This is an optimization exercise on Yosys and OpenROAD, whose aim is small area, a short achievable clock period and few clock cycles per item, not a production implementation. RTL that was checked went through simulation tests only; none was proved equivalent to the original. No activity file was given, so power comes from the tool's default toggle rates.

Design Out_of_Order_divider, start of the top module:
module Out_of_Order_divider (clk, rst, start, memory_write_complete, dd_addr, dd_data, qr_we, qr_addr, qr_data);
input clk, rst, start;
output memory_write_complete;
output [4:0] dd_addr;
input [15:0] dd_data;
output qr_we;
output [4:0] qr_addr;
output [15:0] qr_data;
reg [5:0] cnt;
reg run;
wire last = run && (cnt == 6'd34);
always @(posedge clk, posedge rst)
begin
  if (rst) begin
    cnt <= 6'd0;
    run <= 1'b0;
  end else if (last) begin
    cnt <= 6'd0;
    run <= 1'b0;
  end else if (start || run) begin
    cnt <= cnt + 6'd1;
    run <= 1'b1;
  end
end
wire [5:0] wcnt = cnt - 6'd3;
assign dd_addr = cnt[4:0];
assign qr_we = run && (cnt >= 6'd3);
assign qr_addr = wcnt[4:0];
assign memory_write_complete = last;
single_divider divider (.Clk(clk), .a_in(dd_data[15:8]), .d_in(dd_data[7:0]), .q_out(qr_data[15:8]), .r_out(qr_data[7:0]));
endmodule
export LEC_CHECK = 0
export CAP_MARGIN = 20
export CORE_MARGIN = 2
export CORE_UTILIZATION = 40
export PLACE_DENSITY = 0.6
export SETUP_SLACK_MARGIN = 2.0
export SLEW_MARGIN = 20
create_clock -name core_clock -period 6.0 [get_ports {clk}]
standard.sh (not shown) runs the stock make flow with config.mk's settings and CLKGATE_MAP_FILE= SYNTH_SCRIPT=/design/flow/synth_recipe.tcl, a recipe that flattens the netlist after the stock synthesis.
==> flow/flow/run.sh <==
#!/bin/bash
# The standard layout, with every input and output port buffered by a
# sky130_fd_sc_hd__buf_1 instead of the resizer's default choice.
set -euo pipefail
bash standard.sh BUFFER_PORTS_ARGS="-buffer_cell sky130_fd_sc_hd__buf_1" ADDER_MAP_FILE= finish > standard.log 2>&1
Next try:
--- a/flow/design.v
+++ b/flow/design.v
@@ -126,43 +126,29 @@
 assign b_6[6] = (~x6[5] & d_p2[5]) | (~(x6[5] ^ d_p2[5]) & b_6[5]);
 assign df_6[6] = x6[6] ^ d_p2[6] ^ b_6[6];
 assign b_6[7] = (~x6[6] & d_p2[6]) | (~(x6[6] ^ d_p2[6]) & b_6[6]);
 wire ge_6 = (d_p2[7:7] == 0) && !b_6[7];
 wire [6:0] r7 = ge_6 ? df_6 : x6;
 wire [6:0] qq7 = {q_p2, ge_6};
 wire [0:0] aa7 = a_p2[0:0];
-wire [7:0] x7 = {r7, aa7[0:0]};
-wire [8:0] b_7;
-wire [7:0] df_7;
-assign b_7[0] = 1'b0;
-assign df_7[0] = x7[0] ^ d_p2[0] ^ b_7[0];
-assign b_7[1] = (~x7[0] & d_p2[0]) | (~(x7[0] ^ d_p2[0]) & b_7[0]);
-assign df_7[1] = x7[1] ^ d_p2[1] ^ b_7[1];
-assign b_7[2] = (~x7[1] & d_p2[1]) | (~(x7[1] ^ d_p2[1]) & b_7[1]);
-assign df_7[2] = x7[2] ^ d_p2[2] ^ b_7[2];
-assign b_7[3] = (~x7[2] & d_p2[2]) | (~(x7[2] ^ d_p2[2]) & b_7[2]);
-assign df_7[3] = x7[3] ^ d_p2[3] ^ b_7[3];
-assign b_7[4] = (~x7[3] & d_p2[3]) | (~(x7[3] ^ d_p2[3]) & b_7[3]);
-assign df_7[4] = x7[4] ^ d_p2[4] ^ b_7[4];
-assign b_7[5] = (~x7[4] & d_p2[4]) | (~(x7[4] ^ d_p2[4]) & b_7[4]);
-assign df_7[5] = x7[5] ^ d_p2[5] ^ b_7[5];
-assign b_7[6] = (~x7[5] & d_p2[5]) | (~(x7[5] ^ d_p2[5]) & b_7[5]);
-assign df_7[6] = x7[6] ^ d_p2[6] ^ b_7[6];
-assign b_7[7] = (~x7[6] & d_p2[6]) | (~(x7[6] ^ d_p2[6]) & b_7[6]);
-assign df_7[7] = x7[7] ^ d_p2[7] ^ b_7[7];
-assign b_7[8] = (~x7[7] & d_p2[7]) | (~(x7[7] ^ d_p2[7]) & b_7[7]);
-wire ge_7 = 1'b1 && !b_7[8];
-wire [7:0] r8 = ge_7 ? df_7 : x7;
-wire [7:0] qq8 = {qq7, ge_7};
-reg [7:0] r_p3;
-always @(posedge Clk) r_p3 <= r8;
-reg [7:0] q_p3;
-always @(posedge Clk) q_p3 <= qq8;
-assign q_out = q_p3;
-assign r_out = r_p3;
+reg [6:0] r_p3;
+always @(posedge Clk) r_p3 <= r7;
+reg [0:0] a_p3;
+always @(posedge Clk) a_p3 <= aa7;
+reg [6:0] q_p3;
+always @(posedge Clk) q_p3 <= qq7;
+reg [7:0] d_p3;
+always @(posedge Clk) d_p3 <= d_p2;
+wire [7:0] x7 = {r_p3, a_p3[0:0]};
+wire ge_7_1 = 1'b1 && (x7 >= d_p3[7:0]);
+wire [7:0] df_7_1 = x7 - d_p3[7:0];
+wire [7:0] r8 = ge_7_1 ? df_7_1 : x7;
+wire [7:0] qq8 = {q_p3, ge_7_1};
+assign q_out = qq8;
+assign r_out = r8;
 endmodule
 `timescale 1 ns / 100 ps
 module Out_of_Order_divider (clk, rst, start, memory_write_complete, dd_addr, dd_data, qr_we, qr_addr, qr_data);
 input clk, rst, start;
 output memory_write_complete;
 output [4:0] dd_addr;
 input [15:0] dd_data;
Effect: Design area goes down by 1.2%; worst setup slack got worse by 0.45 ns; die area came out lower by 6.0%; sequential share of layout area came out higher by 4.0 points; total power climbs by 3.6%; register-to-register slack gains 0.74 ns; fmax went down by 11%; flip-flop and latch count rose by 7; synthesized cell count went down by 11%; critical path depth fell by 2; final cell count goes down by 5.4%; count of clock-buffer cells in the layout goes down by 1; global-route usage goes down by 1.6 points; area after synthesis went down by 6.3%.
Testbench counts after the change, summed over its fixed seeds: cycles 6,720, jobs 192.
Only the layout flow was run in the first run of this note; the RTL was not checked for function there.

static timing again, ports no longer ideal:
No port has a modelled driver above. Below, the same layouts with a new extraction and two added sets of constraints. Step 1, drivers: a clkbuf_16 drives clk and a buf_2 each remaining input, both assumed. Step 2 adds t to the input delays and takes it off the output delays; t is the mean of the earliest and latest rising clock arrival at the registers after step 1. Input paths then give back, and output paths get back, about the clock's delay inside the block. Slacks: no drivers / after step 1 / after step 2; pairs: no drivers / after step 1.
| run | shift t [ns] | setup slack, ns | slew at the worst register clock pin (ns) | worst slew at a driven data input, ns | cell pins on the clock port's net |
|---|---|---|---|---|---|
| the first run | 0.361 | 2.202 / 2.207 / 1.846 | 0.08 / 0.08 | 0.03 | 1 |
| the second run | 0.369 | 1.751 / 1.723 / 2.072 | 0.08 / 0.08 | 0.04 | 1 |
After both steps every run listed still meets setup and hold. For the first run, which loses most, drivers alone change the setup slack by +0.005 ns; drivers and shift together by -0.356 ns.
